From an optimization exercise on the open Yosys and OpenROAD flow, aimed at small area and a short achievable clock period; shortcuts taken in it are not production practice.
In this exercise RTL edits were held to simulation tests only and were not proved equivalent to the original.

==> flow/design.v, too long to show whole: its modules and the start of the top module <==
// module sin_cos: 2903 lines
module sin_cos (
  input clock, input [15:0] angle, output [15:0] cos, output [15:0] sin);
  // ...
==> flow/run.sh <==
#!/bin/bash
# synth_recipe.tcl (not shown) runs the flow's synth.tcl, then flattens the netlist and writes it again
# the make line also repeats each setting of config.mk as NAME=value (left out here)
make -C /OpenROAD-flow-scripts/flow DESIGN_CONFIG=/design/flow/config.mk WORK_HOME=/design/flow/orfs CLKGATE_MAP_FILE= SYNTH_SCRIPT=/design/flow/synth_recipe.tcl finish
==> flow/config.mk <==
export PLATFORM = sky130hd
export DESIGN_NAME = sin_cos
export DESIGN_NICKNAME = sin_cos
export VERILOG_FILES = /design/flow/design.v
export SDC_FILE = /design/flow/constraint.sdc
export NUM_CORES = 4
export LEC_CHECK = 0
export ABC_AREA = 1
export CAP_MARGIN = 20
export CORE_MARGIN = 2
export CORE_UTILIZATION = 40
export CTS_BUF_LIST = sky130_fd_sc_hd__clkbuf_16
export CTS_CLUSTER_DIAMETER = 80
export CTS_CLUSTER_SIZE = 24
export SETUP_SLACK_MARGIN = 4.0
export SLEW_MARGIN = 20
==> flow/constraint.sdc <==
create_clock -name core_clock -period 6.5 [get_ports {clock}]
set_input_delay 1.3000 -clock core_clock [delete_from_list [all_inputs] [get_ports {clock}]]
set_output_delay 1.3000 -clock core_clock [all_outputs]
set_load 0.01 [all_outputs]
==> results.json, run 1 <==
{
  "cpMaxStageDelayCell": "dfxtp_1",
  "die-width_um": 341.5,
  "fin_crit_sh_pct": 39.03,
  "syn-cell-area_um2": 45560,
  "core-area_um2": 112800,
  "hold_violations": 0,
  "setup_viol": 0,
  "grtUsageMet1_pct": 25.44,
  "worst_hold_startpoint": "e2_8$_DFF_P_",
  "critical_path.n_buffers_inverters": 0,
  "seq-cell-share_pct": 32.54,
  "cts_tree": "built",
  "detail_route.wirelength_um": 127400,
  "reg2reg_depth": 4,
  "outcome": "timing/DRC/antenna clean",
  "timing.critical_path.depth": 4,
  "worstMarginPinSlew_ns": 0.8686,
  "synth_edf_count": 0,
  "clock_sink_count": 818,
  "cts_repair_resize_count": 257,
  "hold_depth": 0,
  "netlist.top_cell.by_area": "dfxtp_1",
  "synth.area.top_cells": "dfxtp_1, ha_1, fa_1",
  "diodes": 1,
  "cp_data_required_time_ns": 7.03,
  "synth.yosys.warnings": 1,
  "die_h_um": 341.5,
  "setup.worst_path.class": "flip-flop to flip-flop",
  "buffers": 222,
  "top_layer": "met4",
  "hold-worst-slack_ns": 0.3093,
  "min_to": "e2_9$_DFF_P_"
}
==> run 2, diff against run 1 <==
--- a/flow/design.v
+++ b/flow/design.v
@@ -161,130 +161,130 @@
   7'd6: x7n = 17'd57344;
   7'd7: x7n = 17'd8192;
   7'd8: x7n = 17'd65536;
   7'd9: x7n = 17'd57344;
   7'd10: x7n = 17'd61440;
   7'd11: x7n = 17'd20480;
   7'd12: x7n = 17'd63488;
   7'd13: x7n = 17'd38912;
-  7'd14: x7n = 17'd51200;
-  7'd15: x7n = 17'd0;
+  7'd14: x7n = 17'd63488;
+  7'd15: x7n = 17'd63488;
   7'd16: x7n = 17'd65536;
   7'd17: x7n = 17'd61440;
   7'd18: x7n = 17'd63488;
   7'd19: x7n = 17'd26624;
   7'd20: x7n = 17'd64512;
   7'd21: x7n = 17'd44032;
   7'd22: x7n = 17'd54272;
   7'd23: x7n = 17'd1536;
   7'd24: x7n = 17'd65024;
   7'd25: x7n = 17'd52736;
   7'd26: x7n = 17'd58880;
   7'd27: x7n = 17'd14080;
   7'd28: x7n = 17'd61952;
   7'd29: x7n = 17'd33408;
-  7'd30: x7n = 17'd47680;
-  7'd31: x7n = 17'd0;
+  7'd30: x7n = 17'd61952;
+  7'd31: x7n = 17'd61952;
   7'd32: x7n = 17'd65536;
   7'd33: x7n = 17'd63488;
   7'd34: x7n = 17'd64512;
   7'd35: x7n = 17'd29696;
   7'd36: x7n = 17'd65024;
   7'd37: x7n = 17'd46592;
   7'd38: x7n = 17'd55808;
   7'd39: x7n = 17'd4864;
   7'd40: x7n = 17'd65280;
   7'd41: x7n = 17'd55040;
   7'd42: x7n = 17'd60160;
   7'd43: x7n = 17'd17280;
   7'd44: x7n = 17'd62720;
   7'd45: x7n = 17'd36160;
-  7'd46: x7n = 17'd49440;
-  7'd47: x7n = 17'd0;
+  7'd46: x7n = 17'd62720;
+  7'd47: x7n = 17'd62720;
   7'd48: x7n = 17'd65408;
   7'd49: x7n = 17'd59264;
   7'd50: x7n = 17'd62336;
   7'd51: x7n = 17'd23488;
   7'd52: x7n = 17'd63872;
   7'd53: x7n = 17'd41376;
-  7'd54: x7n = 17'd52624;
-  7'd55: x7n = 17'd0;
+  7'd54: x7n = 17'd63872;
+  7'd55: x7n = 17'd63872;
   7'd56: x7n = 17'd64640;
   7'd57: x7n = 17'd50320;
   7'd58: x7n = 17'd57480;
   7'd59: x7n = 17'd10840;
   7'd60: x7n = 17'd61060;
   7'd61: x7n = 17'd30580;
-  7'd62: x7n = 17'd45820;
-  7'd63: x7n = 17'd0;
+  7'd62: x7n = 17'd61060;
+  7'd63: x7n = 17'd61060;
   7'd64: x7n = 17'd65536;
   7'd65: x7n = 17'd64512;
   7'd66: x7n = 17'd65024;
   7'd67: x7n = 17'd31232;
   7'd68: x7n = 17'd65280;
   7'd69: x7n = 17'd47872;
   7'd70: x7n = 17'd56576;
   7'd71: x7n = 17'd6528;
   7'd72: x7n = 17'd65408;
   7'd73: x7n = 17'd56192;
   7'd74: x7n = 17'd60800;
   7'd75: x7n = 17'd18880;
   7'd76: x7n = 17'd63104;
   7'd77: x7n = 17'd37536;
-  7'd78: x7n = 17'd50320;
-  7'd79: x7n = 17'd0;
+  7'd78: x7n = 17'd63104;
+  7'd79: x7n = 17'd63104;
   7'd80: x7n = 17'd65472;
   7'd81: x7n = 17'd60352;
   7'd82: x7n = 17'd62912;
   7'd83: x7n = 17'd25056;
   7'd84: x7n = 17'd64192;
   7'd85: x7n = 17'd42704;
-  7'd86: x7n = 17'd53448;
-  7'd87: x7n = 17'd0;
+  7'd86: x7n = 17'd64192;
+  7'd87: x7n = 17'd64192;
   7'd88: x7n = 17'd64832;
   7'd89: x7n = 17'd51528;
   7'd90: x7n = 17'd58180;
   7'd91: x7n = 17'd12460;
   7'd92: x7n = 17'd61506;
   7'd93: x7n = 17'd31994;
-  7'd94: x7n = 17'd46750;
-  7'd95: x7n = 17'd0;
+  7'd94: x7n = 17'd61506;
+  7'd95: x7n = 17'd61506;
   7'd96: x7n = 17'd65504;
   7'd97: x7n = 17'd62432;
   7'd98: x7n = 17'd63968;
   7'd99: x7n = 17'd28144;
   7'd100: x7n = 17'd64736;
   7'd101: x7n = 17'd45288;
   7'd102: x7n = 17'd55012;
   7'd103: x7n = 17'd3196;
   7'd104: x7n = 17'd65120;
   7'd105: x7n = 17'd53860;
   7'd106: x7n = 17'd59490;
   7'd107: x7n = 17'd15670;
   7'd108: x7n = 17'd62305;
   7'd109: x7n = 17'd34765;
-  7'd110: x7n = 17'd48535;
-  7'd111: x7n = 17'd0;
+  7'd110: x7n = 17'd62305;
+  7'd111: x7n = 17'd62305;
   7'd112: x7n = 17'd65312;
   7'd113: x7n = 17'd58146;
   7'd114: x7n = 17'd61729;
   7'd115: x7n = 17'd21907;
   7'd116: x7n = 17'd63521;
   7'd117: x7n = 17'd40027;
-  7'd118: x7n = 17'd51774;
-  7'd119: x7n = 17'd0;
+  7'd118: x7n = 17'd63521;
+  7'd119: x7n = 17'd63521;
   7'd120: x7n = 17'd64417;
   7'd121: x7n = 17'd49087;
   7'd122: x7n = 17'd56752;
   7'd123: x7n = 17'd9214;
-  7'd124: x7n = 17'd60584;
-  7'd125: x7n = 17'd29150;
-  7'd126: x7n = 17'd44867;
-  7'd127: x7n = 17'd0;
+  7'd124: x7n = 17'd64417;
+  7'd125: x7n = 17'd64417;
+  7'd126: x7n = 17'd64417;
+  7'd127: x7n = 17'd64417;
   default: x7n = 17'd0;
 endcase
 always @* case ({e6_5, e5_5, e4_5, e3_5, e2_5, e1_5, e0_5})
   7'd0: y7n = 17'd0;
   7'd1: y7n = 17'd65536;
   7'd2: y7n = 17'd32768;
   7'd3: y7n = 17'd98304;
   7'd4: y7n = 17'd16384;
@@ -292,130 +292,130 @@
   7'd6: y7n = 17'd49152;
   7'd7: y7n = 17'd106496;
   7'd8: y7n = 17'd8192;
   7'd9: y7n = 17'd73728;
   7'd10: y7n = 17'd40960;
   7'd11: y7n = 17'd102400;
   7'd12: y7n = 17'd24576;
   7'd13: y7n = 17'd88064;
-  7'd14: y7n = 17'd56320;
-  7'd15: y7n = 17'd107520;
+  7'd14: y7n = 17'd24576;
+  7'd15: y7n = 17'd24576;
   7'd16: y7n = 17'd4096;
   7'd17: y7n = 17'd69632;
   7'd18: y7n = 17'd36864;
   7'd19: y7n = 17'd100352;
   7'd20: y7n = 17'd20480;
   7'd21: y7n = 17'd84992;
   7'd22: y7n = 17'd52736;
   7'd23: y7n = 17'd107008;
   7'd24: y7n = 17'd12288;
   7'd25: y7n = 17'd77312;
   7'd26: y7n = 17'd44800;
   7'd27: y7n = 17'd103680;
   7'd28: y7n = 17'd28544;
   7'd29: y7n = 17'd90496;
-  7'd30: y7n = 17'd59520;
-  7'd31: y7n = 17'd107520;
+  7'd30: y7n = 17'd28544;
+  7'd31: y7n = 17'd28544;
   7'd32: y7n = 17'd2048;
   7'd33: y7n = 17'd67584;
   7'd34: y7n = 17'd34816;
   7'd35: y7n = 17'd99328;
   7'd36: y7n = 17'd18432;
   7'd37: y7n = 17'd83456;
   7'd38: y7n = 17'd50944;
   7'd39: y7n = 17'd106752;
   7'd40: y7n = 17'd10240;
   7'd41: y7n = 17'd75520;
   7'd42: y7n = 17'd42880;
   7'd43: y7n = 17'd103040;
   7'd44: y7n = 17'd26560;
   7'd45: y7n = 17'd89280;
-  7'd46: y7n = 17'd57920;
-  7'd47: y7n = 17'd107520;
+  7'd46: y7n = 17'd26560;
+  7'd47: y7n = 17'd26560;
   7'd48: y7n = 17'd6144;
   7'd49: y7n = 17'd71552;
   7'd50: y7n = 17'd38848;
   7'd51: y7n = 17'd101184;
   7'd52: y7n = 17'd22496;
   7'd53: y7n = 17'd86368;
-  7'd54: y7n = 17'd54432;
-  7'd55: y7n = 17'd107056;
+  7'd54: y7n = 17'd22496;
+  7'd55: y7n = 17'd22496;
   7'd56: y7n = 17'd14320;
   7'd57: y7n = 17'd78960;
   7'd58: y7n = 17'd46640;
   7'd59: y7n = 17'd104120;
   7'd60: y7n = 17'd30480;
   7'd61: y7n = 17'd91540;
-  7'd62: y7n = 17'd61010;
-  7'd63: y7n = 17'd107520;
+  7'd62: y7n = 17'd30480;
+  7'd63: y7n = 17'd30480;
   7'd64: y7n = 17'd1024;
   7'd65: y7n = 17'd66560;
   7'd66: y7n = 17'd33792;
   7'd67: y7n = 17'd98816;
   7'd68: y7n = 17'd17408;
   7'd69: y7n = 17'd82688;
   7'd70: y7n = 17'd50048;
   7'd71: y7n = 17'd106624;
   7'd72: y7n = 17'd9216;
   7'd73: y7n = 17'd74624;
   7'd74: y7n = 17'd41920;
   7'd75: y7n = 17'd102720;
   7'd76: y7n = 17'd25568;
   7'd77: y7n = 17'd88672;
-  7'd78: y7n = 17'd57120;
-  7'd79: y7n = 17'd107520;
+  7'd78: y7n = 17'd25568;
+  7'd79: y7n = 17'd25568;
   7'd80: y7n = 17'd5120;
   7'd81: y7n = 17'd70592;
   7'd82: y7n = 17'd37856;
   7'd83: y7n = 17'd100768;
   7'd84: y7n = 17'd21488;
   7'd85: y7n = 17'd85680;
-  7'd86: y7n = 17'd53584;
-  7'd87: y7n = 17'd107032;
+  7'd86: y7n = 17'd21488;
+  7'd87: y7n = 17'd21488;
   7'd88: y7n = 17'd13304;
   7'd89: y7n = 17'd78136;
   7'd90: y7n = 17'd45720;
   7'd91: y7n = 17'd103900;
   7'd92: y7n = 17'd29512;
   7'd93: y7n = 17'd91018;
-  7'd94: y7n = 17'd60265;
-  7'd95: y7n = 17'd107520;
+  7'd94: y7n = 17'd29512;
+  7'd95: y7n = 17'd29512;
   7'd96: y7n = 17'd3072;
   7'd97: y7n = 17'd68576;
   7'd98: y7n = 17'd35824;
   7'd99: y7n = 17'd99792;
   7'd100: y7n = 17'd19448;
   7'd101: y7n = 17'd84184;
   7'd102: y7n = 17'd51816;
   7'd103: y7n = 17'd106828;
   7'd104: y7n = 17'd11260;
   7'd105: y7n = 17'd76380;
   7'd106: y7n = 17'd43820;
   7'd107: y7n = 17'd103310;
   7'd108: y7n = 17'd27540;
   7'd109: y7n = 17'd89845;
-  7'd110: y7n = 17'd58692;
-  7'd111: y7n = 17'd107520;
+  7'd110: y7n = 17'd27540;
+  7'd111: y7n = 17'd27540;
   7'd112: y7n = 17'd7166;
   7'd113: y7n = 17'd72478;
   7'd114: y7n = 17'd39822;
   7'd115: y7n = 17'd101551;
   7'd116: y7n = 17'd23494;
   7'd117: y7n = 17'd87014;
-  7'd118: y7n = 17'd55254;
-  7'd119: y7n = 17'd107056;
+  7'd118: y7n = 17'd23494;
+  7'd119: y7n = 17'd23494;
   7'd120: y7n = 17'd15330;
   7'd121: y7n = 17'd79746;
   7'd122: y7n = 17'd47538;
   7'd123: y7n = 17'd104289;
-  7'd124: y7n = 17'd31434;
-  7'd125: y7n = 17'd92017;
-  7'd126: y7n = 17'd61725;
-  7'd127: y7n = 17'd107520;
+  7'd124: y7n = 17'd15330;
+  7'd125: y7n = 17'd15330;
+  7'd126: y7n = 17'd15330;
+  7'd127: y7n = 17'd15330;
   default: y7n = 17'd0;
 endcase
 reg [16:0] x7, y7;
 always @(posedge clock) begin x7 <= x7n; y7 <= y7n; end
 wire ax7_1 = x7[0] & ~(e7_6 & y7[7]);
 wire ax7_2 = x7[1] & ~(e7_6 & y7[8]);
 wire ax7_3 = x7[2] & ~(e7_6 & y7[9]);
 wire ax7_4 = x7[3] & ~(e7_6 & y7[10]);
@@ -2173,130 +2173,130 @@
   7'd6: gn = 16'd56861;
   7'd7: gn = 16'd40206;
   7'd8: gn = 16'd65030;
   7'd9: gn = 16'd45982;
   7'd10: gn = 16'd58162;
   7'd11: gn = 16'd41126;
   7'd12: gn = 16'd63085;
   7'd13: gn = 16'd44607;
-  7'd14: gn = 16'd56422;
-  7'd15: gn = 16'd39896;
+  7'd14: gn = 16'd63085;
+  7'd15: gn = 16'd63085;
   7'd16: gn = 16'd65410;
   7'd17: gn = 16'd46251;
   7'd18: gn = 16'd58502;
   7'd19: gn = 16'd41366;
   7'd20: gn = 16'd63453;
   7'd21: gn = 16'd44868;
   7'd22: gn = 16'd56752;
   7'd23: gn = 16'd40129;
   7'd24: gn = 16'd64905;
   7'd25: gn = 16'd45894;
   7'd26: gn = 16'd58051;
   7'd27: gn = 16'd41047;
   7'd28: gn = 16'd62964;
   7'd29: gn = 16'd44521;
-  7'd30: gn = 16'd56314;
-  7'd31: gn = 16'd39819;
+  7'd30: gn = 16'd62964;
+  7'd31: gn = 16'd62964;
   7'd32: gn = 16'd65502;
   7'd33: gn = 16'd46316;
   7'd34: gn = 16'd58584;
   7'd35: gn = 16'd41425;
   7'd36: gn = 16'd63542;
   7'd37: gn = 16'd44931;
   7'd38: gn = 16'd56832;
   7'd39: gn = 16'd40185;
   7'd40: gn = 16'd64997;
   7'd41: gn = 16'd45958;
   7'd42: gn = 16'd58132;
   7'd43: gn = 16'd41105;
   7'd44: gn = 16'd63053;
   7'd45: gn = 16'd44584;
-  7'd46: gn = 16'd56393;
-  7'd47: gn = 16'd39875;
+  7'd46: gn = 16'd63053;
+  7'd47: gn = 16'd63053;
   7'd48: gn = 16'd65377;
   7'd49: gn = 16'd46227;
   7'd50: gn = 16'd58472;
   7'd51: gn = 16'd41345;
   7'd52: gn = 16'd63421;
   7'd53: gn = 16'd44845;
-  7'd54: gn = 16'd56723;
-  7'd55: gn = 16'd40108;
+  7'd54: gn = 16'd63421;
+  7'd55: gn = 16'd63421;
   7'd56: gn = 16'd64872;
   7'd57: gn = 16'd45870;
   7'd58: gn = 16'd58021;
   7'd59: gn = 16'd41026;
   7'd60: gn = 16'd62932;
   7'd61: gn = 16'd44498;
-  7'd62: gn = 16'd56285;
-  7'd63: gn = 16'd39798;
+  7'd62: gn = 16'd62932;
+  7'd63: gn = 16'd62932;
   7'd64: gn = 16'd65528;
   7'd65: gn = 16'd46335;
   7'd66: gn = 16'd58607;
   7'd67: gn = 16'd41441;
   7'd68: gn = 16'd63568;
   7'd69: gn = 16'd44949;
   7'd70: gn = 16'd56854;
   7'd71: gn = 16'd40201;
   7'd72: gn = 16'd65023;
   7'd73: gn = 16'd45977;
   7'd74: gn = 16'd58155;
   7'd75: gn = 16'd41121;
   7'd76: gn = 16'd63078;
   7'd77: gn = 16'd44602;
-  7'd78: gn = 16'd56415;
-  7'd79: gn = 16'd39891;
+  7'd78: gn = 16'd63078;
+  7'd79: gn = 16'd63078;
   7'd80: gn = 16'd65403;
   7'd81: gn = 16'd46246;
   7'd82: gn = 16'd58495;
   7'd83: gn = 16'd41361;
   7'd84: gn = 16'd63446;
   7'd85: gn = 16'd44863;
-  7'd86: gn = 16'd56745;
-  7'd87: gn = 16'd40124;
+  7'd86: gn = 16'd63446;
+  7'd87: gn = 16'd63446;
   7'd88: gn = 16'd64898;
   7'd89: gn = 16'd45889;
   7'd90: gn = 16'd58044;
   7'd91: gn = 16'd41042;
   7'd92: gn = 16'd62957;
   7'd93: gn = 16'd44516;
-  7'd94: gn = 16'd56307;
-  7'd95: gn = 16'd39814;
+  7'd94: gn = 16'd62957;
+  7'd95: gn = 16'd62957;
   7'd96: gn = 16'd65495;
   7'd97: gn = 16'd46311;
   7'd98: gn = 16'd58577;
   7'd99: gn = 16'd41420;
   7'd100: gn = 16'd63535;
   7'd101: gn = 16'd44926;
   7'd102: gn = 16'd56825;
   7'd103: gn = 16'd40180;
   7'd104: gn = 16'd64990;
   7'd105: gn = 16'd45953;
   7'd106: gn = 16'd58125;
   7'd107: gn = 16'd41100;
   7'd108: gn = 16'd63046;
   7'd109: gn = 16'd44579;
-  7'd110: gn = 16'd56386;
-  7'd111: gn = 16'd39870;
+  7'd110: gn = 16'd63046;
+  7'd111: gn = 16'd63046;
   7'd112: gn = 16'd65370;
   7'd113: gn = 16'd46222;
   7'd114: gn = 16'd58465;
   7'd115: gn = 16'd41340;
   7'd116: gn = 16'd63414;
   7'd117: gn = 16'd44840;
-  7'd118: gn = 16'd56716;
-  7'd119: gn = 16'd40103;
+  7'd118: gn = 16'd63414;
+  7'd119: gn = 16'd63414;
   7'd120: gn = 16'd64865;
   7'd121: gn = 16'd45865;
   7'd122: gn = 16'd58014;
   7'd123: gn = 16'd41021;
-  7'd124: gn = 16'd62925;
-  7'd125: gn = 16'd44493;
-  7'd126: gn = 16'd56278;
-  7'd127: gn = 16'd39793;
+  7'd124: gn = 16'd64865;
+  7'd125: gn = 16'd64865;
+  7'd126: gn = 16'd64865;
+  7'd127: gn = 16'd64865;
   default: gn = 16'd0;
 endcase
 reg [15:0] g14; always @(posedge clock) g14 <= gn;
 wire [17:0] g3n = {2'b00, g14} + {1'b0, g14, 1'b0};
 reg [15:0] gm; reg [17:0] g3m; always @(posedge clock) begin gm <= g14; g3m <= g3n; end
 reg [5:0] pc_d1, pc_d2, pc_d3, pc_d4, pc_dn;
 always @(posedge clock) begin
   pc_d1 <= {pc_e5[0], pc_e4[0], pc_e3[0], pc_e2[0], pc_e1[0], pc_e0[0]};
==> run 2 against run 1 <==
Compared with the run above: still clean on timing, DRC and antenna; clock skew grew 0.010 ns; global-route usage down 0.47 points; critical path depth rose by 1; critical path type unchanged; highest routed layer unchanged.
==> results.json, run 2 <==
{
  "outcome": "timing/DRC/antenna clean",
  "cp.arrival_ns": 3.05,
  "die_area_um2": 115600,
  "global_routing_usage_summed_across_all_routing_layers_pct": 20.80,
  "synth.ff_latch_count": 820,
  "rows": 123,
  "crit_path_start_kind": "flip-flop",
  "flow.area_growth_from_synthesis_pct": 11.41,
  "ctsRootBufferMaster": "clkbuf_16",
  "setup_viol": 0,
  "grt_first_pass_wirelength_um": 193400,
  "first_iter_violations": 3603,
  "layout.cells.most_common_list": "nand2_1, dfxtp_1, inv_1",
  "num_vias": 36460,
  "finalCoreUtilization_pct": 44.86,
  "ys.flop_type": "dfxtp_1",
  "syn-cell-area_um2": 45170,
  "placement.io_buffers": 48,
  "clock_sink_count": 820,
  "worstSetupStartpoint": "pc_d4[2]$_DFF_P_",
  "cts_buffer_depth": 3,
  "cts_max_level": 2,
  "fin_crit_sh_pct": 38.43,
  "syn-instance-count": 5311,
  "timing.critical_path.to_type": "flip-flop",
  "synth.top_cells.by_count": "dfxtp_1, nand2_1, inv_1",
  "dr.pass1.iters": 10,
  "max_clock_freq_ghz": 0.4004,
  "clock-skew-final_ns": 0.04214,
  "synth_top_cell_area_share_pct": 36.34,
  "detail_route.vias_per_cell": 5.295,
  "grt_setup_unrepaired": "yes",
  "average_instance_area_after_synthesis_um2": 8.506,
  "cts.hold.buffers_added": 0,
  "synth-seq-area-share_pct": 36.34,
  "final_max_slew_viol_count": 0,
  "async_flop_share_pct": 0,
  "drt_drc_violations_left": 0,
  "holdCritPathClass": "flip-flop to flip-flop",
  "worst-r2r-setup-slack_ns": 4.00,
  "synth.yosys.warnings": 1,
  "reg2reg_depth": 5,
  "initial_antenna_violation_count": 0,
  "hold_violations": 0,
  "post_synthesis_net_count": 5884,
  "clk_latency_ns": 0.69,
  "max_cap_violations": 0,
  "initial_standard_cell_utilization_of_the_core_pct": 40.26,
  "diodes": 0,
  "synth_edf_count": 0,
  "globalRoute.totalOverflow": 0,
  "timing.critical_path.fanout_max": 16,
  "cts.clk_slew.worst_paths_ns": 0.09,
  "worstMarginPinSlew_ns": 0.9395,
  "finalWeightedCongestion": 0.9527,
  "worst_slew_margin_rel_pct": 36.70,
  "die-width_um": 340.1,
  "timing.final.crit_period_ns": 2.498,
  "number_of_global_route_vias_before_repair": 35240,
  "r2r_start": "pc_d4[2]$_DFF_P_",
  "worst_setup_path_endpoint": "pc_h1[22]$_DFF_P_",
  "antenna_violating_nets_post_route": 0,
  "reg.largest.list": "pc_h0 (32), ps_h0 (32)",
  "synth.area.top_cells": "dfxtp_1, ha_1, fa_1",
  "mostFrequentLayoutCell": "nand2_1",
  "finalNetCount": 5931,
  "cts_tree": "built",
  "design.portCount": 49,
  "numCtsBuffers": 50,
  "core-area_um2": 112200,
  "netlist.top_cell.by_area": "dfxtp_1",
  "cp_data_required_time_ns": 7.05,
  "synth.distinct_cells": 65,
  "r2r_end": "pc_h1[22]$_DFF_P_",
  "synthMostInstantiatedCell": "dfxtp_1",
  "post-dp-hpwl_um": 89660,
  "wl_per_cell_um": 18.05,
  "grt_max_degree": 47,
  "detail_route.wirelength_um": 124300,
  "tns_ns": 0,
  "drive_above_1_share_pct": 10.60,
  "die_h_um": 340.1,
  "setup.worst_path.class": "flip-flop to flip-flop"
}
## run 2: cell types whose count changed in the layout (fill, tap and decap cells not counted), sizes merged, moves of 8 or more
cell	previous run	this run
nand2	876	809
o21ai	253	225
buf	199	184
a21oi	274	260
o211ai	33	46
xnor2	66	77
nand3	211	219
## run 2: cells by family after synthesis
logic type / after synthesis / share of synthesized area [%]
compound gates: 978 / 13.68
xor+xnor: 446 / 8.722
fa+ha+maj: 558 / 18.42
buf+inv: 1021 / 8.755
flops: 820 / 36.34
mux: 5 / 0.1191
simple gates: 1483 / 13.97
## run 2: worst max-delay path, stage by stage, from the launching register on
cell      delay [ns]
dfxtp_1         0.85
a221oi_1        0.19
xor2_1          0.40
fa_1            0.46
inv_1           0.08
fa_1            0.41
## run 2: worst min path at each step
stage / start / end / slack, ns / cells past startpoint
5_1_grt: e0_9$_DFF_P_ / e0_10$_DFF_P_ / 0.33 / 0
3_3_place_gp: e4_6$_DFF_P_ / e4_7$_DFF_P_ / 0.31 / 0
4_1_cts: e0_9$_DFF_P_ / e0_10$_DFF_P_ / 0.32 / 0
2_1_floorplan: e0_0$_DFF_P_ / e0_1$_DFF_P_ / 0.31 / 0
6_report: e0_9$_DFF_P_ / e0_10$_DFF_P_ / 0.32 / 0
3_5_place_dp: e0_6$_DFF_P_ / e0_7$_DFF_P_ / 0.31 / 0
## run 2: timing repair
item / in CTS / in global routing
setup endpoints to repair: 301 / 172
resized for setup: 264 / 171
buffers inserted: 51 / 86
pin swaps: 5 / 30
cloned: 8 / 4
## run 2: cell type report
class | count | area (µm²)
Timing Repair inverter | 12 | 82.58
Inverter | 803 | 3204
Fill cell | 10940 | 61860
Multi-Input combinational cell | 3470 | 25360
Timing Repair Buffer | 201 | 1539
Clock buffer | 50 | 1251
Clock inverter | 29 | 442.9
Sequential cell | 820 | 16570
Tap cell | 1500 | 1877
## run 2: layer usage
layer	GRT usage, %	part of all wire [%]
met1	25.36	40
met5	0	0
met3	3.653	7.7
met4	9.264	4.8
met2	35.79	48
## run 2: through the flow
| stage | cells | setup slack (ns) | hold WS [ns] | area [µm²] |
|---|---|---|---|---|
| final | 6885 | 4.002 | 0.3180 | 50330 |
| after detailed placement | 6657 | 2.957 | 0.3121 | 46710 |
| after global placement | 6657 | 2.959 | 0.3097 | 46710 |
| after global routing | 6885 | 3.941 | 0.3328 | 50330 |
| after floorplan | 5311 | 4.001 | 0.3096 | 45180 |
| after CTS | 6795 | 4.001 | 0.3198 | 49050 |
==> run 3, diff against run 2 <==
--- a/flow/config.mk
+++ b/flow/config.mk
@@ -9,5 +9,5 @@
 export CAP_MARGIN = 20
 export CORE_MARGIN = 2
-export CORE_UTILIZATION = 40
+export CORE_UTILIZATION = 50
 export CTS_BUF_LIST = sky130_fd_sc_hd__clkbuf_16
 export CTS_CLUSTER_DIAMETER = 80
==> run 3 against run 2 <==
Compared with the run above: still clean on timing, DRC and antenna; hold slack worse by 0.0034 ns; first-iteration DRC count down 4.0%; critical path depth unchanged; register-to-register slack about the same; routed wire length up 1.3%; synthesized cell count unchanged; sequential share of layout area up 0.18 points; area after synthesis unchanged.
==> results.json, run 3 <==
{
  "outcome": "timing/DRC/antenna clean",
  "synth-seq-area-share_pct": 36.34,
  "synth.yosys.warnings": 1,
  "async_flop_share_pct": 0,
  "layout.cells.most_common_list": "nand2_1, dfxtp_1, inv_1",
  "final_max_slew_viol_count": 0,
  "worstSetupStartpoint": "g3m[6]$_DFF_P_",
  "tns_ns": 0,
  "cts_tree": "built",
  "hold_violations": 0,
  "stdcell_area_um2": 50000,
  "worst-r2r-setup-slack_ns": 4.01,
  "synth_edf_count": 0,
  "grt_first_pass_wirelength_um": 195200,
  "ctsRootBufferMaster": "clkbuf_16",
  "antenna_violating_nets_post_route": 0,
  "setup.worst_path.class": "flip-flop to flip-flop",
  "first_iter_violations": 3460,
  "syn-instance-count": 5311,
  "clock-skew-final_ns": 0.04219,
  "netlist.top_cell.by_area": "dfxtp_1",
  "worst_setup_path_endpoint": "pc_h1[12]$_DFF_P_",
  "detail_route.vias_per_cell": 5.606,
  "cts.hold.buffers_added": 0,
  "placed_cell_area_um2": 46350,
  "detail_route.wirelength_um": 125900,
  "globalRoute.totalOverflow": 0,
  "flow.area_growth_from_synthesis_pct": 10.67,
  "synth.distinct_cells": 65,
  "cpMaxStageDelayCell": "dfxtp_1",
  "setup_viol": 0,
  "rows": 110,
  "post_synthesis_net_count": 5884,
  "worst_slew_margin_rel_pct": 29.20,
  "die_h_um": 304.6,
  "drt_drc_violations_left": 0,
  "finalNetCount": 5925,
  "synth.ff_latch_count": 820,
  "die-width_um": 304.6,
  "number_of_global_route_vias_before_repair": 35590,
  "timing.critical_path.fanout_max": 12,
  "initial_antenna_violation_count": 1,
  "multiInputGateArea_um2": 25550,
  "final_critical_path_setup_slack_ns": 4.010,
  "grt_max_degree": 47,
  "reg.largest.list": "pc_h0 (32), ps_h0 (32)",
  "post-dp-hpwl_um": 89110,
  "synth_top_cell_area_share_pct": 36.34,
  "wl_per_cell_um": 19.22,
  "global_routing_usage_summed_across_all_routing_layers_pct": 26.43,
  "syn-cell-area_um2": 45170,
  "cp.arrival_ns": 3.03,
  "core-area_um2": 89740,
  "max_clock_freq_ghz": 0.4016,
  "numCtsBuffers": 49,
  "worstMarginPinSlew_ns": 1.058,
  "fin_crit_sh_pct": 38.31,
  "drive_above_1_share_pct": 10.89,
  "timing.critical_path.depth": 5,
  "worst_path_most_repeated_cell": "fa_1",
  "cts.clk_slew.worst_paths_ns": 0.09,
  "cpLargestDelayFamily": "adder cells",
  "clock_sink_count": 820,
  "timing.final.crit_period_ns": 2.490,
  "num_vias": 36710,
  "cp_data_required_time_ns": 7.04,
  "filler_cell_count": 8292,
  "seqCellArea_um2": 16550,
  "placement.io_buffers": 48,
  "mostFrequentLayoutCell": "nand2_1",
  "design.portCount": 49,
  "cts_max_level": 2,
  "dr.pass1.iters": 7,
  "r2r_end": "pc_h1[12]$_DFF_P_",
  "clk_latency_ns": 0.68,
  "holdCritPathClass": "flip-flop to flip-flop",
  "max_cap_violations": 0,
  "cells_traversed_along_the_worst_timing_path": "a221oi_1 -> xor2_1 -> fa_1 -> inv_1 -> fa_1",
  "synth.top_cells.by_count": "dfxtp_1, nand2_1, inv_1",
  "grt_setup_unrepaired": "yes",
  "reg2reg_depth": 5,
  "r2r_start": "g3m[6]$_DFF_P_",
  "ys.flop_type": "dfxtp_1",
  "critical_path.n_buffers_inverters": 1,
  "slowest_delay_ns": 0.87,
  "initial_standard_cell_utilization_of_the_core_pct": 50.34,
  "die_area_um2": 92770,
  "synthMostInstantiatedCell": "dfxtp_1",
  "crit_path_start_kind": "flip-flop",
  "timing.critical_path.to_type": "flip-flop",
  "finalWeightedCongestion": 0.9592,
  "synth.area.top_cells": "dfxtp_1, ha_1, fa_1",
  "average_instance_area_after_synthesis_um2": 8.506,
  "post-place-ws_ns": 2.925,
  "cts_buffer_depth": 3,
  "diodes": 0
}
[run 3: cell counts after synthesis]
No cell type changed its count.
[run 3: how the worst min path moves through the flow]
stage | slack, ns | start | to | depth (start not counted)
final | 0.31 | e3_10$_DFF_P_ | e3_11$_DFF_P_ | 0
after global routing | 0.32 | e3_10$_DFF_P_ | e3_11$_DFF_P_ | 0
after CTS | 0.31 | e0_9$_DFF_P_ | e0_10$_DFF_P_ | 0
after detailed placement | 0.31 | e2_9$_DFF_P_ | e2_10$_DFF_P_ | 0
after global placement | 0.31 | e2_9$_DFF_P_ | e2_10$_DFF_P_ | 0
after floorplan | 0.31 | e0_0$_DFF_P_ | e0_1$_DFF_P_ | 0
[run 3: logic make-up after synthesis]
kind of cell             share of synthesized area, %
AND/OR/NAND/NOR                                 13.97
buffers and inverters                           8.755
AO/OA/AOI/OAI                                   13.68
flip-flops                                      36.34
adder cells (fa/ha/maj)                         18.42
XOR/XNOR                                        8.722
multiplexers                                   0.1191
[run 3: repair_timing]
action                     in CTS  in global routing
pin swaps                       3                 35
resized for setup             263                202
gates cloned                    7                  3
setup buffers                  57                 71
setup endpoints to repair     294                199
[run 3: final cells by class]
type / count / share of cell area [%]
clock buffer: 49 / 2.453
clock inverter: 23 / 0.6907
inverter: 803 / 6.417
multi-input combinational: 3470 / 51.11
sequential: 820 / 33.10
tap: 1176 / 2.943
timing repair buffer: 198 / 3.151
timing repair inverter: 10 / 0.1301
[run 3: per-stage QoR]
step	hold WS, ns	util, %	instances
floorplan	0.3096	-	5311
global placement	0.3098	51.65	6339
detailed placement	0.3121	51.65	6339
CTS	0.3126	54.20	6475
global route	0.3158	55.71	6549
finish	0.3146	55.71	6549
[run 3: metal layers]
layer	global-route usage, %	vias up	share of wire [%]
li1	-	17550	-
met1	31.73	17120	39
met2	45.16	1573	47
met3	5.612	468	8.1
met4	12.38	0	5.6
met5	0	-	0
[run 3: worst register-to-register path, stage by stage (launching register included)]
cell	delay, ns
dfxtp_1	0.87
a221oi_1	0.26
xor2_1	0.22
fa_1	0.50
inv_1	0.05
fa_1	0.46
==> run 4, diff against run 3 <==
--- a/flow/config.mk
+++ b/flow/config.mk
@@ -9,5 +9,5 @@
 export CAP_MARGIN = 20
 export CORE_MARGIN = 2
-export CORE_UTILIZATION = 50
+export CORE_UTILIZATION = 60
 export CTS_BUF_LIST = sky130_fd_sc_hd__clkbuf_16
 export CTS_CLUSTER_DIAMETER = 80
==> run 4 against run 3 <==
Compared with the run above: critical endpoint is now pc_h1[19]$_DFF_P_; sequential share of layout area up 0.13 points; first-iteration DRC count up 7.8%; non-clock buffer count up 3; synthesized cell count unchanged; worst setup slack worse by 0.032 ns; critical path depth down 1; die area down 16%; largest cell class unchanged; hold slack worse by 0.012 ns; register-to-register slack worse by 0.03 ns.
==> results.json, run 4 <==
{
  "outcome": "timing/DRC/antenna clean",
  "clk_latency_ns": 0.64,
  "cts.clk_slew.worst_paths_ns": 0.09,
  "cp.arrival_ns": 3.05,
  "wl_per_cell_um": 19.31,
  "numCtsBuffers": 47,
  "initial_antenna_violation_count": 0,
  "reg.largest.list": "pc_h0 (32), ps_h0 (32)",
  "cp_data_required_time_ns": 7.03,
  "grt_first_pass_wirelength_um": 192000,
  "hold_violations": 0,
  "post-dp-hpwl_um": 86570,
  "die_h_um": 278.4,
  "first_iter_violations": 3729,
  "average_instance_area_after_synthesis_um2": 8.506,
  "crit_path_start_kind": "flip-flop",
  "core-area_um2": 74450,
  "num_vias": 37110,
  "synth.ff_latch_count": 820,
  "hold-worst-slack_ns": 0.3029,
  "filler_cell_count": 6230,
  "synth.distinct_cells": 65,
  "syn-cell-area_um2": 45170,
  "flow.area_growth_from_synthesis_pct": 10.19,
  "cts_tree": "built",
  "timing.critical_path.to_type": "flip-flop",
  "grt_setup_unrepaired": "yes",
  "drt_drc_violations_left": 0,
  "tns_ns": 0,
  "worst_slew_margin_rel_pct": 33.66,
  "design.portCount": 49,
  "timing.final.crit_period_ns": 2.522,
  "synth_edf_count": 0,
  "drive_above_1_share_pct": 10.85,
  "antenna_violating_nets_post_route": 0,
  "synth-seq-area-share_pct": 36.34,
  "holdCritPathClass": "flip-flop to flip-flop",
  "synth.area.top_cells": "dfxtp_1, ha_1, fa_1",
  "clock_sink_count": 820,
  "synth.top_cells.by_count": "dfxtp_1, nand2_1, inv_1",
  "synth_top_cell_area_share_pct": 36.34,
  "finalCoreUtilization_pct": 66.86,
  "clock-skew-final_ns": 0.04054,
  "cts_buffer_depth": 3,
  "ctsRootBufferMaster": "clkbuf_16",
  "diodes": 0,
  "cts_max_level": 2,
  "die_area_um2": 77500,
  "layout.cells.most_common_list": "nand2_1, dfxtp_1, inv_1",
  "fin_crit_sh_pct": 38.79,
  "stdcell_area_um2": 49780,
  "number_of_global_route_vias_before_repair": 35990,
  "synthMostInstantiatedCell": "dfxtp_1",
  "max_clock_freq_ghz": 0.3966,
  "ys.flop_type": "dfxtp_1",
  "finalWeightedCongestion": 0.9922,
  "syn-instance-count": 5311,
  "finalNetCount": 5925,
  "netlist.top_cell.by_area": "dfxtp_1",
  "async_flop_share_pct": 0,
  "placed_cell_area_um2": 46080,
  "die-width_um": 278.4,
  "dr.pass1.iters": 7,
  "placement.io_buffers": 48,
  "setup_viol": 0,
  "rows": 100,
  "mostFrequentLayoutCell": "nand2_1",
  "worstMarginPinSlew_ns": 0.9937,
  "timing.critical_path.fanout_max": 15,
  "grt_max_degree": 47,
  "detail_route.vias_per_cell": 5.850,
  "max_cap_violations": 0,
  "detail_route.wirelength_um": 122500,
  "setup.worst_path.class": "flip-flop to flip-flop",
  "globalRoute.totalOverflow": 0,
  "initial_standard_cell_utilization_of_the_core_pct": 60.68,
  "synth.yosys.warnings": 1,
  "final_max_slew_viol_count": 0,
  "global_routing_usage_summed_across_all_routing_layers_pct": 31.03,
  "post_synthesis_net_count": 5884
}
## run 4: cell counts after synthesis
No cell type changed its count.
## run 4: final cells by class
class                   instances  area [µm²]  area share [%]
multi-input cells            3470       25580           51.39
flip-flops and latches        820       16540           33.23
inverters                     803        3218           6.465
repair buffers                201        1700           3.416
well taps                     969        1212           2.436
clock buffers                  47        1176           2.363
clock inverters                24       290.3          0.5832
repair inverters                9       57.56          0.1156
## run 4: path summary, 6_finish.rpt
path | start | to | slack, ns | depth (start not counted)
setup / recovery | pc_dn[1]$_DFF_P_ | pc_h1[19]$_DFF_P_ | 3.98 | 4
hold / removal | e6_11$_DFF_P_ | e6_12$_DFF_P_ | 0.30 | 0
setup reg to reg | pc_dn[1]$_DFF_P_ | pc_h1[19]$_DFF_P_ | 3.98 | 4
hold reg to reg | e6_11$_DFF_P_ | e6_12$_DFF_P_ | 0.30 | 0
## run 4: metal layers
metal	global-route usage, %	share of wire [%]	vias to the layer above
met5	0	0	-
met1	36.92	38	17210
met3	6.061	8.2	514
met2	53.57	47	1815
li1	-	-	17570
met4	15.27	5.9	0
## run 4: cells by family (layout without fill, tap and decap cells)
kind of cell / after synthesis / in the layout / share of synthesized area, %
buffers and inverters: 1021 / 1084 / 8.755
DFF: 820 / 820 / 36.34
xor gates and xnor gates: 446 / 446 / 8.722
adders and majority gates: 558 / 558 / 18.42
muxes: 5 / 5 / 0.1191
and+or+nand+nor: 1483 / 1483 / 13.97
AOI/OAI and AO/OA: 978 / 978 / 13.68
## run 4: stage by stage
stage	instances	setup WS, ns
after floorplan	5311	4.001
after global placement	6130	3.017
after detailed placement	6130	2.925
after CTS	6260	4.001
after global routing	6343	3.959
final	6343	3.978
## run 4: repair_timing
item                                    CTS  global route
buffers inserted                         52            81
resized for setup                       207           233
hold buffers                              0             0
gates cloned                              7             2
endpoints found under the setup margin  307           222
pin swaps                                 4            34
endpoints found under the hold margin     0             0
## run 4: worst max-delay path, cell delays in order (launching register included)
cell and delay, ns:
dfxtp_1 0.69, inv_2 0.41, xor2_2 0.30, fa_1 0.60
fa_1 0.41
==> run 5, diff against run 4 <==
--- a/flow/config.mk
+++ b/flow/config.mk
@@ -9,5 +9,5 @@
 export CAP_MARGIN = 20
 export CORE_MARGIN = 2
-export CORE_UTILIZATION = 60
+export CORE_UTILIZATION = 70
 export CTS_BUF_LIST = sky130_fd_sc_hd__clkbuf_16
 export CTS_CLUSTER_DIAMETER = 80
==> run 5 against run 4 <==
Compared with the run above: core utilization is 10 points higher; critical endpoint is now pc_h1[12]$_DFF_P_; clock skew decreased by 0.0031 ns; global-route usage grew 5.2 points; non-clock buffer count is 6 lower; via count rose by 3.1%; maximum frequency down 0.86%; area after synthesis unchanged; final area decreased by 0.80%.
==> results.json, run 5 <==
{
  "antenna_violating_nets_post_route": 0,
  "post-dp-hpwl_um": 86870,
  "setup.worst_path.class": "flip-flop to flip-flop",
  "timing.critical_path.to_type": "flip-flop",
  "mostFrequentLayoutCell": "nand2_1",
  "crit_path_start_kind": "flip-flop",
  "first_iter_violations": 5033,
  "worst-r2r-setup-slack_ns": 3.96,
  "cts_max_level": 2,
  "synth.top_cells.by_count": "dfxtp_1, nand2_1, inv_1",
  "synth.ff_latch_count": 820,
  "syn-instance-count": 5311,
  "max_clock_freq_ghz": 0.3932,
  "die_area_um2": 66580,
  "synth.yosys.warnings": 1,
  "placed_cells_incl_taps": 6012,
  "post_synthesis_net_count": 5884,
  "grt_max_degree": 47,
  "number_of_global_route_vias_before_repair": 37080,
  "ys.flop_type": "dfxtp_1",
  "timing.critical_path.fanout_max": 16,
  "clock-skew-final_ns": 0.03745,
  "finalWeightedCongestion": 1.012,
  "clock_sink_count": 820,
  "worstMarginPinSlew_ns": 1.072,
  "drive_above_1_share_pct": 10.50,
  "flow.area_growth_from_synthesis_pct": 9.309,
  "worst_slew_margin_rel_pct": 27.78,
  "detail_route.vias_per_cell": 6.154,
  "drt_drc_violations_left": 0,
  "syn-cell-area_um2": 45170,
  "layout.cells.most_common_list": "nand2_1, dfxtp_1, inv_1",
  "synth_edf_count": 0,
  "synth.area.top_cells": "dfxtp_1, ha_1, fa_1",
  "num_vias": 38260,
  "finalNetCount": 5919,
  "core-area_um2": 64120,
  "cts_tree": "built",
  "async_flop_share_pct": 0,
  "setup_viol": 0,
  "fin_crit_sh_pct": 39.13,
  "hold_violations": 0,
  "globalRoute.totalOverflow": 0,
  "outcome": "timing/DRC/antenna clean",
  "numCtsBuffers": 45,
  "synth.distinct_cells": 65,
  "design.portCount": 49,
  "timing.final.crit_period_ns": 2.543,
  "final_max_slew_viol_count": 0,
  "cts_buffer_depth": 3,
  "holdCritPathClass": "flip-flop to flip-flop",
  "dr.pass1.iters": 11,
  "initial_antenna_violation_count": 2,
  "tns_ns": 0,
  "cts.clk_slew.worst_paths_ns": 0.09,
  "cp_data_required_time_ns": 7.03,
  "cp.arrival_ns": 3.08,
  "wl_per_cell_um": 20.45,
  "synth_top_cell_area_share_pct": 36.34,
  "netlist.top_cell.by_area": "dfxtp_1",
  "synth-seq-area-share_pct": 36.34,
  "die_h_um": 258.0,
  "detail_route.wirelength_um": 127100,
  "placement.io_buffers": 48,
  "global_routing_usage_summed_across_all_routing_layers_pct": 36.20,
  "final_cell_count_no_fill": 6217,
  "max_cap_violations": 0,
  "rows": 93,
  "grt_setup_unrepaired": "yes",
  "initial_standard_cell_utilization_of_the_core_pct": 70.46,
  "die-width_um": 258.0,
  "synthMostInstantiatedCell": "dfxtp_1",
  "average_instance_area_after_synthesis_um2": 8.506,
  "grt_first_pass_wirelength_um": 192300,
  "ctsRootBufferMaster": "clkbuf_16",
  "clk_latency_ns": 0.66,
  "reg.largest.list": "pc_h0 (32), ps_h0 (32)"
}
==> run 5: cell count changes in the layout (fill, tap and decap cells not counted), moves of 3 or more <==
cell             previous run  this run
ha_1                      349       355
dfxtp_2                    41        48
a21oi_2                    18        13
clkinv_4                    6         2
clkdlybuf4s15_1             6         1
dfxtp_1                   759       751
clkinv_8                    8         3
buf_12                      8        11
a21oi_1                   241       246
ha_2                       13         8
buf_2                       7        15
buf_4                     138       132
==> run 5: cell type report <==
type | count | area, µm²
repair inverters | 11 | 70.07
inverters | 803 | 3199
repair buffers | 195 | 1650
clock inverters | 17 | 231.5
well taps | 855 | 1070
multi-input cells | 3470 | 25470
fillers | 4426 | 14740
flip-flops and latches | 820 | 16550
clock buffers | 45 | 1126
diodes | 1 | 2.502
==> run 5: layer usage <==
metal / vias to the layer above / wire [µm] / GRT usage [%]
met2: 2278 / 59590 / 61.66
met3: 777 / 12590 / 7.951
li1: 17550 / - / -
met1: 17660 / 45200 / 41.38
met4: 6 / 9701 / 22.74
met5: - / 46 / 0
==> run 5: cell families after synthesis <==
group                      Yosys count  synth area share [%]
buffers and inverters             1021                 8.755
xor gates and xnor gates           446                 8.722
adders and majority gates          558                 18.42
AOI/OAI and AO/OA                  978                 13.68
and+or+nand+nor                   1483                 13.97
DFF                                820                 36.34
muxes                                5                0.1191
==> run 5: worst max-delay path, stage by stage (launching register included) <==
cell,delay (ns)
dfxtp_1,0.88
a221oi_1,0.25
xor2_1,0.23
fa_1,0.56
inv_1,0.06
fa_1,0.44
==> run 5: worst paths after layout <==
path	from	end	cells past startpoint
setup reg to reg	pc_d4[0]$_DFF_P_	pc_h1[12]$_DFF_P_	5
setup / recovery	pc_d4[0]$_DFF_P_	pc_h1[12]$_DFF_P_	5
hold / removal	e2_8$_DFF_P_	e2_9$_DFF_P_	0
hold reg to reg	e2_8$_DFF_P_	e2_9$_DFF_P_	0
==> run 5: what timing repair did <==
action | CTS | global route
setup buffers | 45 | 85
gates cloned | 7 | 4
pin swaps | 2 | 27
gates resized for setup | 210 | 220
endpoints found under the setup margin | 294 | 244
hold buffers | 0 | 0
==> run 5: per-stage QoR <==
stage	hold slack [ns]	setup WS (ns)	utilization, %	area, µm²
finish	0.3227	3.957	77.02	49380
global route	0.3209	3.874	77.01	49380
CTS	0.3261	4.000	74.78	47950
detailed placement	0.3121	3.039	71.60	45910
global placement	0.3096	3.154	71.60	45910
floorplan	0.3096	4.001	-	45180
==> run 6, diff against run 5 <==
--- a/flow/config.mk
+++ b/flow/config.mk
@@ -9,8 +9,8 @@
 export CAP_MARGIN = 20
 export CORE_MARGIN = 2
-export CORE_UTILIZATION = 70
+export CORE_UTILIZATION = 40
 export CTS_BUF_LIST = sky130_fd_sc_hd__clkbuf_16
 export CTS_CLUSTER_DIAMETER = 80
 export CTS_CLUSTER_SIZE = 24
-export SETUP_SLACK_MARGIN = 4.0
+export SETUP_SLACK_MARGIN = 3.9
 export SLEW_MARGIN = 20
==> run 6 against run 5 <==
Compared with the run above: core utilization fell by 33 points; maximum frequency fell by 3.0%; critical path type unchanged; area after synthesis did not move; largest cell class unchanged.
==> results.json, run 6 <==
{
  "synth.area.top_cells": "dfxtp_1, ha_1, fa_1",
  "setup.worst_path.class": "flip-flop to flip-flop",
  "final_max_slew_viol_count": 0,
  "worstMarginPinSlew_ns": 0.9848,
  "crit_path_start_kind": "flip-flop",
  "syn-cell-area_um2": 45170,
  "timing.critical_path.to_type": "flip-flop",
  "synth_top_cell_area_share_pct": 36.34,
  "detail_route.vias_per_cell": 5.306,
  "synth.distinct_cells": 65,
  "grt_max_degree": 47,
  "core-area_um2": 112200,
  "hold_violations": 0,
  "num_vias": 36170,
  "die_h_um": 340.1,
  "post_synthesis_net_count": 5884,
  "timing.critical_path.fanout_max": 6,
  "top_layer": "met4",
  "r2r_end": "ps_h1[14]$_DFF_P_",
  "ctsRootBufferMaster": "clkbuf_16",
  "globalRoute.totalOverflow": 0,
  "netlist.top_cell.by_area": "dfxtp_1",
  "setup_viol": 0,
  "dr.pass1.iters": 6,
  "holdCritPathClass": "flip-flop to flip-flop",
  "finalCoreUtilization_pct": 43.97,
  "finalNetCount": 5869,
  "die-width_um": 340.1,
  "clock_sink_count": 820,
  "synth.ff_latch_count": 820,
  "hold_depth": 0,
  "fin_crit_sh_pct": 40.35,
  "finalWeightedCongestion": 0.9510,
  "cts.clk_slew.worst_paths_ns": 0.09,
  "worst_hold_startpoint": "e0_6$_DFF_P_",
  "syn-instance-count": 5311,
  "rows": 123,
  "number_of_global_route_vias_before_repair": 34680,
  "placed_cell_area_um2": 46700,
  "drive_above_1_share_pct": 7.072,
  "cts_max_level": 2,
  "ys.flop_type": "dfxtp_1",
  "first_iter_violations": 3158,
  "tns_ns": 0,
  "synth.yosys.warnings": 1,
  "drt_drc_violations_left": 0,
  "synth.top_cells.by_count": "dfxtp_1, nand2_1, inv_1",
  "detail_route.wirelength_um": 120600,
  "r2r_start": "ps_d1[3]$_DFF_P_",
  "synth_edf_count": 0,
  "layout.cells.most_common_list": "nand2_1, dfxtp_1, inv_1",
  "hold-worst-slack_ns": 0.3234,
  "worst_slew_margin_rel_pct": 34.26,
  "initial_standard_cell_utilization_of_the_core_pct": 40.26,
  "clock-skew-final_ns": 0.02016,
  "mostFrequentLayoutCell": "nand2_1",
  "placement.io_buffers": 48,
  "global_routing_usage_summed_across_all_routing_layers_pct": 20.23,
  "initial_antenna_violation_count": 0,
  "detailroute.wirelength.met3_um": 8741,
  "cts_tree": "built",
  "max_clock_freq_ghz": 0.3812,
  "cts_buffer_depth": 3,
  "numCtsBuffers": 47,
  "wl_per_cell_um": 17.68,
  "wl_met2_um": 56960,
  "grt_setup_unrepaired": "no",
  "die_area_um2": 115600,
  "synth-seq-area-share_pct": 36.34,
  "reg2reg_depth": 8,
  "detail_route.wirelength.met1_um": 48680,
  "stdcell_area_um2": 49330,
  "synthMostInstantiatedCell": "dfxtp_1",
  "async_flop_share_pct": 0,
  "cp.arrival_ns": 3.16,
  "post-place-ws_ns": 2.929,
  "grt_first_pass_wirelength_um": 188800,
  "flow.area_growth_from_synthesis_pct": 9.210,
  "average_instance_area_after_synthesis_um2": 8.506,
  "final_critical_path_setup_slack_ns": 3.877,
  "reg.largest.list": "pc_h0 (32), ps_h0 (32)",
  "cp_data_required_time_ns": 7.04,
  "min_to": "e0_7$_DFF_P_",
  "max_cap_violations": 0,
  "clk_latency_ns": 0.66,
  "cts.hold.buffers_added": 0,
  "timing.final.crit_period_ns": 2.623,
  "antenna_violating_nets_post_route": 0,
  "post-dp-hpwl_um": 88360,
  "worst-r2r-setup-slack_ns": 3.88,
  "design.portCount": 49,
  "outcome": "timing/DRC/antenna clean"
}
-- run 6: kinds of logic after synthesis --
logic type      Yosys count  share of synthesized area [%]
flops                   820                          36.34
compound gates          978                          13.68
buf+inv                1021                          8.755
simple gates           1483                          13.97
mux                       5                         0.1191
xor+xnor                446                          8.722
fa+ha+maj               558                          18.42
-- run 6: what timing repair did --
action | in CTS | in global routing
setup buffers | 26 | 56
pin swaps | 0 | 6
gates cloned | 6 | 3
endpoints found under the setup margin | 255 | 185
gates resized for setup | 111 | 97
-- run 6: cell type report --
class / instances / area [µm²]
fill: 11130 / 62860
multi-input combinational: 3470 / 24980
sequential: 820 / 16520
inverter: 803 / 3193
tap: 1500 / 1877
timing repair buffer: 145 / 1186
clock buffer: 47 / 1176
clock inverter: 23 / 342.8
timing repair inverter: 9 / 57.56
antenna: 1 / 2.502
-- run 6: worst max-delay path by stage --
| stage | start | to | cells past startpoint |
|---|---|---|---|
| after floorplan | y15[2]$_DFF_P_ | ps_d1[4]$_DFF_P_ | 15 |
| after global placement | gm[10]$_DFF_P_ | ps_h1[13]$_DFF_P_ | 7 |
| after detailed placement | gm[10]$_DFF_P_ | pc_h1[13]$_DFF_P_ | 7 |
| after CTS | y15[2]$_DFF_P_ | ps_d4[4]$_DFF_P_ | 16 |
| after global routing | ps_d1[3]$_DFF_P_ | ps_h1[14]$_DFF_P_ | 8 |
| final | ps_d1[3]$_DFF_P_ | ps_h1[14]$_DFF_P_ | 8 |
-- run 6: per-layer routing --
layer  track usage [%]  vias up
met5                 0        -
met4             8.582        0
met3             3.139      404
met2             34.92     1513
met1             25.00    16840
li1                  -    17420
-- run 6: critical path, cell delays in order (launching register included) --
cell	delay, ns
dfxtp_2	0.47
clkinvlp_2	0.45
buf_4	0.30
buf_4	0.14
o22ai_1	0.14
a221oi_1	0.08
xor2_1	0.21
ha_1	0.25
fa_1	0.45
-- run 6: per-stage QoR --
stage	instances
2_1_floorplan	5311
3_3_place_gp	6656
3_5_place_dp	6656
4_1_cts	6758
5_1_grt	6817
6_report	6818

separate check: timing with driven ports:
No port has a modelled driver above. Below, the same layouts with a new extraction and two added sets of constraints. Step 1 (the two cells are an assumption about what drives the block):
set clk [get_ports {clock}]
set_driving_cell -lib_cell sky130_fd_sc_hd__clkbuf_16 $clk
set_driving_cell -lib_cell sky130_fd_sc_hd__buf_2 [delete_from_list [all_inputs] $clk]
Step 2 also shifts input and output timing later by t, the mid clock arrival at the registers, as if the neighbouring blocks saw the same clock. Slacks: no drivers / after step 1 / after step 2; pairs: no drivers / after step 1.
| run | shift t [ns] | slack for setup (ns) | worst setup path at the end | clock arrival spread, ns | worst register clock-pin slew, ns |
|---|---|---|---|---|---|
| run 1 | 0.709 | 3.963 / 3.963 / 3.453 | input to register | 0.032 / 0.032 | 0.10 / 0.10 |
| run 2 | 0.732 | 4.002 / 4.001 / 3.457 | input to register | 0.042 / 0.043 | 0.10 / 0.10 |
| run 3 | 0.725 | 4.010 / 3.992 / 3.509 | input to register | 0.048 / 0.048 | 0.10 / 0.10 |
| run 4 | 0.689 | 3.978 / 3.963 / 3.500 | input to register | 0.045 / 0.045 | 0.10 / 0.10 |
| run 5 | 0.705 | 3.957 / 3.945 / 3.512 | input to register | 0.047 / 0.047 | 0.10 / 0.10 |
| run 6 | 0.721 | 3.877 / 3.877 / 3.436 | input to register | 0.025 / 0.024 | 0.10 / 0.10 |
After both steps every run listed still meets setup and hold. The setup slack of run 2, which loses most, moves by -0.001 ns with the drivers and by -0.545 ns with both steps.
